What follows belongs to an exercise in optimizing a design on an open flow for a short achievable clock period and few clock cycles; a production flow would make more cautious choices. In this exercise RTL edits were held to simulation tests only and were not proved equivalent to the original.

== main ==
## cpu
module cpu (
    input  wire        clk,
    input  wire        reset,
    output wire [31:0] mem_addr,
    output wire        mem_wr,
    output wire [31:0] mem_wdata,
    input  wire [31:0] mem_rdata
);
    reg  [31:0] maddr;
    reg         mwr;
    reg  [31:0] mwdata;
    assign mem_addr  = maddr;
    assign mem_wr    = mwr;
    assign mem_wdata = mwdata;
    reg fv0, fv1, fv2;    
    reg ld0, ld1, ld2;    
    reg vc0, vc1, vc2;    
    reg [31:0] fa;        
    reg [31:0] q0, q1, q2, q3, q4;
    reg [2:0]  qn;
    reg [31:0] xpc;       
    reg [31:0] HI, LO, EPC, MDR;
    reg        halted;
    reg        vwait;     
    reg        ph;        
    reg        pend;
    reg [4:0]  pdst;
    reg [1:0]  ptyp;      
    reg        wbv;       
    wire [1023:0] rflat;
    wire        we1;
    wire [4:0]  wa1;
    wire [31:0] wd1;
    wire        we2 = wbv;
    wire [4:0]  wa2 = pdst;
    wire [31:0] wd2 = (ptyp == 2'd1) ? {24'd0, MDR[7:0]} :
                      (ptyp == 2'd2) ? {16'd0, MDR[15:0]} : MDR;
    genvar g;
    generate
        for (g = 0; g < 32; g = g + 1) begin : RF
            reg [31:0] r;
            always @(posedge clk or posedge reset) begin
                if (reset)
                    r <= (g == 29) ? 32'd227 : 32'd0;
                else if (we1 && wa1 == g)
                    r <= wd1;
                else if (we2 && wa2 == g)
                    r <= wd2;
            end
            assign rflat[g*32 +: 32] = r;
        end
    endgenerate
    wire        irv = (qn != 3'd0);
    wire [31:0] ir  = q0;
    wire [5:0]  op  = ir[31:26];
    wire [4:0]  rs  = ir[25:21];
    wire [4:0]  rt  = ir[20:16];
    wire [4:0]  rd  = ir[15:11];
    wire [4:0]  sh  = ir[10:6];
    wire [5:0]  fn  = ir[5:0];
    wire [15:0] imm = ir[15:0];
    wire [31:0] imms = {{16{imm[15]}}, imm};
    wire isR    = (op == 6'h00);
    wire iADD   = isR && fn == 6'h20;
    wire iSUB   = isR && fn == 6'h22;
    wire iAND   = isR && fn == 6'h24;
    wire iSLT   = isR && fn == 6'h2a;
    wire iSLL   = isR && fn == 6'h00;
    wire iSRL   = isR && fn == 6'h02;
    wire iSRA   = isR && fn == 6'h03;
    wire iSLLV  = isR && fn == 6'h04;
    wire iSRAV  = isR && fn == 6'h07;
    wire iMULT  = isR && fn == 6'h18;
    wire iDIV   = isR && fn == 6'h1a;
  ...
For scale: roughly 1700 flip-flops, roughly 99 I/O pins.
==> flow/config.mk <==
export PLATFORM = sky130hd
export DESIGN_NAME = cpu
export DESIGN_NICKNAME = cpu
export VERILOG_FILES = /design/flow/design.v
export SDC_FILE = /design/flow/constraint.sdc
export NUM_CORES = 4
export LEC_CHECK = 0
export CAP_MARGIN = 20
export CORE_MARGIN = 2
export CORE_UTILIZATION = 40
export SLEW_MARGIN = 20
==> flow/constraint.sdc <==
create_clock -name core_clock -period 21.0 [get_ports {clk}]
set_input_delay 4.2000 -clock core_clock [delete_from_list [all_inputs] [get_ports {clk}]]
set_output_delay 4.2000 -clock core_clock [all_outputs]
set_load 0.01 [all_outputs]
run.sh (not shown) runs the stock make flow with config.mk's settings and CLKGATE_MAP_FILE= SYNTH_SCRIPT=/design/flow/synth_recipe.tcl, a recipe that flattens the netlist after the stock synthesis.
main reached the final stage; the timing, DRC and antenna checks on its layout passed.
Testbench counts of main, summed over its fixed seeds: cycles 144,377.
[inputs] the feature branch vs main
# main
export LEC_CHECK = 0
export CAP_MARGIN = 20
export CORE_MARGIN = 2
export CORE_UTILIZATION = 40
export SLEW_MARGIN = 20
create_clock -name core_clock -period 21.0 [get_ports {clk}]
# the feature branch
export LEC_CHECK = 0
export ABC_CLOCK_PERIOD_IN_PS = 4000
export CAP_MARGIN = 50
export CORE_MARGIN = 2
export CORE_UTILIZATION = 40
export SLEW_MARGIN = 50
create_clock -name core_clock -period 21.0 [get_ports {clk}]
### Flow results
The feature branch vs main: clock-buffer cell count up by a few percent
The feature branch vs main: number of global-route vias before repair up in the feature branch
The feature branch ended with more area added between synthesis and finish than main.
As of the feature branch, final cell count had risen slightly compared to main.
The feature branch -> main: xor and xnor area share after synthesis delta 0, exact match
There was hardly any difference in average wire per standard cell between the feature branch and main.

## static timing again, ports no longer ideal
In the flow no input, the clock included, has a driving cell. The finished layouts below were timed again as built, in two steps.
Step 1, drivers: a clkbuf_16 drives clk and a buf_2 each remaining input, both assumed.
Step 2, shift: input delay + t, output delay - t, t = (earliest + latest rising clock arrival at the registers) / 2. This alone moves slack from input paths to output paths.
a / b / c = ideal / step 1 / step 2; a / b = the first two.
run | shift t [ns] | setup WS [ns] | clock arrival spread, ns | worst slew at a driven data input, ns | cell pins on the clock port's net
main | 1.079 | 10.031 / 10.031 / 10.031 | 0.207 / 0.207 | 0.04 | 1
the feature branch | 1.047 | 10.865 / 10.865 / 10.865 | 0.119 / 0.119 | 0.04 | 1
After both steps setup and hold are still met in every run listed.
